This is an optimization exercise on Yosys and OpenROAD, whose aim is small area, not a production implementation. In this exercise RTL edits were held to simulation tests only and were not proved equivalent to the original.

==> v17 <==
// taxi_controller
module taxi_controller(input clk,               
                       input rst_n,             
                       input key_1,             
                       input key_2,             
                       input key_3,             
                       input key_4,             
                       output wire [31:0] digit,
                       output wire [7:0] LED_G,
                       output wire [7:0] LED_Y,
                       output wire [7:0] LED_R);
==> flow/config.mk <==
export PLATFORM = sky130hd
export DESIGN_NAME = taxi_controller
export DESIGN_NICKNAME = taxi_controller
export VERILOG_FILES = /design/flow/design.v
export SDC_FILE = /design/flow/constraint.sdc
export NUM_CORES = 4
export LEC_CHECK = 0
export CAP_MARGIN = 0
export CORE_MARGIN = 2
export CORE_UTILIZATION = 70
export SLEW_MARGIN = 0
==> flow/constraint.sdc <==
create_clock -name core_clock -period 10.0 [get_ports {clk}]
set_input_delay 2.0000 -clock core_clock [delete_from_list [all_inputs] [get_ports {clk}]]
set_output_delay 2.0000 -clock core_clock [all_outputs]
set_load 0.01 [all_outputs]
standard.sh (not shown) runs the stock make flow with config.mk's settings and CLKGATE_MAP_FILE= SYNTH_SCRIPT=/design/flow/synth_recipe.tcl, a recipe that flattens the netlist after the stock synthesis.
==> flow/flow/run.sh <==
#!/bin/bash
# Own layout flow: the standard synthesis, then an area-oriented re-mapping
# of the combinational logic between the registers (the registers, their names
# and cell types are left exactly as the standard synthesis made them), then
# the standard layout steps. Each tool's output goes to a log_*.txt here.
set -euo pipefail
W=$PWD
F=$W/flow
R=$W/orfs/results/$FLOW_PLATFORM/taxi_controller/base
LIB=$FLOW_HOME/platforms/$FLOW_PLATFORM/lib/sky130_fd_sc_hd__tt_025C_1v80.lib

# 1. standard synthesis
bash standard.sh synth > $W/log_1_synth_standard.txt 2>&1
cp $R/1_2_yosys.v $W/netlist_standard.v

# 2. re-map the combinational logic for area with each ABC script in remap.abc
#    (one per line); ABC proves each result equivalent (cec); keep the smallest.
DU=""
for c in $(cat $F/dont_use.txt); do DU="$DU -dont_use $c"; done
remap() {
    local i=$1 scr=$2
    { echo -n "write_blif $W/pre_remap_$i.blif; "; echo -n "$scr"; echo "; cec $W/pre_remap_$i.blif"; } > $W/remap_run_$i.abc
    yosys -l $W/log_2_remap_$i.txt -p "
read_liberty -ignore_miss_func $LIB
read_verilog $W/netlist_standard.v
hierarchy -top $FLOW_TOP
blackbox sky130_fd_sc_hd__df* sky130_fd_sc_hd__edf* sky130_fd_sc_hd__sdf* sky130_fd_sc_hd__dl* sky130_fd_sc_hd__conb_1
flatten
opt -purge
abc -liberty $LIB $DU -script $W/remap_run_$i.abc
opt_clean -purge
hilomap -singleton -hicell sky130_fd_sc_hd__conb_1 HI -locell sky130_fd_sc_hd__conb_1 LO
splitnets
opt_clean -purge
rename -enumerate -pattern remap_%
select -assert-none t:\$_* t:\$lut t:\$sop
write_verilog -noattr -nohex -nodec $W/netlist_remap_$i.v
tee -o $W/remap_stat_$i.txt stat -liberty $LIB
" > /dev/null 2>&1 || true
}
i=0
while IFS= read -r scr; do
    [ -z "$scr" ] && continue
    i=$((i+1)); remap $i "$scr" &
done < $F/remap.abc
wait
best=""; besta=""
for s in $W/remap_stat_*.txt; do
    i=${s##*_}; i=${i%.txt}
    grep -q "Networks are equivalent" $W/log_2_remap_$i.txt || continue
    [ -s $W/netlist_remap_$i.v ] || continue
    a=$(grep "Chip area" $s | awk '{print $NF}')
    if [ -z "$besta" ] || awk "BEGIN{exit !($a < $besta)}"; then best=$i; besta=$a; fi
done
if [ -n "$best" ]; then
    cp $W/netlist_remap_$best.v $R/1_2_yosys.v
    echo "remapped netlist $best used, area $besta" > $W/remap_used.txt
else
    echo "remap failed: standard netlist kept" > $W/remap_used.txt
fi

# 3. rebuild the synthesis database from the netlist, then the standard layout
bash standard.sh synth > $W/log_1_synth_odb.txt 2>&1
bash standard.sh "BUFFER_PORTS_ARGS=-buffer_cell sky130_fd_sc_hd__buf_1" "CTS_ARGS=-sink_clustering_enable -repair_clock_nets -dont_use_dummy_load -buf_list $(cat $F/cts_bufs.txt)" finish > $W/log_3_layout.txt 2>&1
==> flow/flow/cts_bufs.txt <==
sky130_fd_sc_hd__clkbuf_4
==> flow/flow/remap.abc <==
strash; ifraig; scorr; dc2; strash; &get -n; &synch2; &dch -f; &nf -a -R 1000; &put; mfs2; strash; &get -n; &dch -f; &nf -a -R 1000; &put; topo
strash; &get -n; &deepsyn -S 1 -T 25; &put; strash; &get -n; &dch -f; &nf -a -R 1000; &put; topo
strash; &get -n; &deepsyn -S 2 -T 25; &put; strash; &get -n; &dch -f; &nf -a -R 1000; &put; topo
strash; &get -n; &deepsyn -S 3 -T 25; &put; strash; &get -n; &dch -f; &nf -a -R 1000; &put; topo
Other scripts of this flow, unchanged in this note and not shown: flow/flow/dont_use.txt
==> v7 (differences from v17) <==
==> flow/flow/run.sh (replaced) <==
#!/bin/bash
# Own layout flow: the standard synthesis, then an area-oriented re-mapping
# of the combinational logic between the registers (the registers, their names
# and cell types are left exactly as the standard synthesis made them), then
# the standard layout steps. Each tool's output goes to a log_*.txt here.
set -euo pipefail
W=$PWD
F=$W/flow
R=$W/orfs/results/$FLOW_PLATFORM/taxi_controller/base
LIB=$FLOW_HOME/platforms/$FLOW_PLATFORM/lib/sky130_fd_sc_hd__tt_025C_1v80.lib

# 1. standard synthesis
bash standard.sh synth > $W/log_1_synth_standard.txt 2>&1
cp $R/1_2_yosys.v $W/netlist_standard.v

# 2. re-map the combinational logic for area; ABC checks the result (cec)
DU=""
for c in $(cat $F/dont_use.txt); do DU="$DU -dont_use $c"; done
{ echo -n "write_blif $W/pre_remap.blif; "; tr '\n' ' ' < $F/remap.abc; echo "; cec $W/pre_remap.blif"; } > $W/remap_run.abc
yosys -l $W/log_2_remap.txt -p "
read_liberty -ignore_miss_func $LIB
read_verilog $W/netlist_standard.v
hierarchy -top $FLOW_TOP
blackbox sky130_fd_sc_hd__df* sky130_fd_sc_hd__edf* sky130_fd_sc_hd__sdf* sky130_fd_sc_hd__dl* sky130_fd_sc_hd__conb_1
flatten
opt -purge
abc -liberty $LIB $DU -script $W/remap_run.abc
opt_clean -purge
hilomap -singleton -hicell sky130_fd_sc_hd__conb_1 HI -locell sky130_fd_sc_hd__conb_1 LO
splitnets
opt_clean -purge
rename -enumerate -pattern remap_%
select -assert-none t:\$_*
write_verilog -noattr -nohex -nodec $W/netlist_remap.v
tee -o $W/remap_stat.txt stat -liberty $LIB
" > /dev/null 2>&1 || true
if grep -q "Networks are equivalent" $W/log_2_remap.txt && [ -s $W/netlist_remap.v ]; then
    cp $W/netlist_remap.v $R/1_2_yosys.v
    echo "remapped netlist used" > $W/remap_used.txt
else
    echo "remap failed: standard netlist kept" > $W/remap_used.txt
fi

# 3. rebuild the synthesis database from the netlist, then the standard layout
bash standard.sh synth > $W/log_1_synth_odb.txt 2>&1
bash standard.sh "BUFFER_PORTS_ARGS=-buffer_cell sky130_fd_sc_hd__buf_1" finish > $W/log_3_layout.txt 2>&1
==> flow/flow/remap.abc (replaced) <==
strash; ifraig; scorr; dc2; strash; &get -n; &synch2; &dch -f; &nf -a -R 1000; &put; mfs2; strash; &get -n; &dch -f; &nf -a -R 1000; &put; topo
Settings changed: CAP_MARGIN 0 to 20, CORE_UTILIZATION 70 to 55, CTS_BUF_LIST set to sky130_fd_sc_hd__clkbuf_4 sky130_fd_sc_hd__clkbuf_8, SLEW_MARGIN 0 to 20.
removed: flow/flow/cts_bufs.txt
==> v37 (differences from v17) <==
==> flow/flow/cts_bufs.txt (replaced) <==
sky130_fd_sc_hd__clkbuf_8
Settings changed: CAP_MARGIN 0 to 20, CORE_UTILIZATION 70 to 55, SLEW_MARGIN 0 to 20.
==> out/results.tsv <==
stage	metric	value	unit
run_status	status	finished clean	
timing	slew_headroom	38.8	%
finish	utilization	62.6	%
timing	period_share	69.6	%
synthesis	avgSynthCellArea	8.76	µm²
power_and_ir_drop	power_density	136	nW/µm²
finish	seq_share	42.5	%
drt	drtPass1Iterations	5	
cts	cts-root-buf	clkbuf_8	
die	dieArea	14200	µm²
placement	place_area	7790	µm²
finish	clock_cell_area_share	4.86	%
timing	skew	0.0104	ns
Source of the figures above: v7

==> out/results.tsv <==
stage	metric	value	unit
synthesis	avgSynthCellArea	8.97	µm²
drt	drtPass1Iterations	8	
finish	utilization	61.9	%
cts	cts-root-buf	clkbuf_8	
run_status	status	finished clean	
finish	seq_share	44.7	%
power_and_ir_drop	power_density	127	nW/µm²
timing	skew	0.0241	ns
Source of the figures above: v37

==> out/results.tsv <==
stage	metric	value	unit
finish	seq_share	45.6	%
drt	drtPass1Iterations	8	
timing	slew_headroom	42.5	%
timing	skew	0.0455	ns
cts	cts-root-buf	clkbuf_4	
placement	place_area	7500	µm²
die	dieArea	10900	µm²
synthesis	avgSynthCellArea	8.97	µm²
die	rows	36	
timing	period_share	71.0	%
power_and_ir_drop	power_density	119	nW/µm²
finish	utilization	78.0	%
run_status	status	finished clean	
Source of the figures above: v17

## what the ideal ports hide
Ports are ideal in the flow. The routed layouts listed here were re-timed in OpenROAD. Step 1: set_driving_cell puts a clkbuf_16 on clk and a buf_2 on each other input, an assumption about the parent block. Step 2 also shifts input and output timing later by t, the mid clock arrival at the registers, as if the neighbouring blocks saw the same clock. Slacks: ideal ports / drivers / drivers and shift; pairs: ideal ports / drivers.
run | t (ns) | slack for setup (ns) | hold WS [ns]
v17 | 0.572 | 2.905 / 2.862 / 2.862 | 0.477 / 0.477 / 0.477
v7 | 0.481 | 3.043 / 3.000 / 3.000 | 0.464 / 0.464 / 0.464
v37 | 0.478 | 3.139 / 3.082 / 3.082 | 0.461 / 0.461 / 0.461
After both steps every run listed still meets setup and hold. For v37, which loses most, drivers alone change the setup slack by -0.057 ns; drivers and shift together by -0.057 ns.
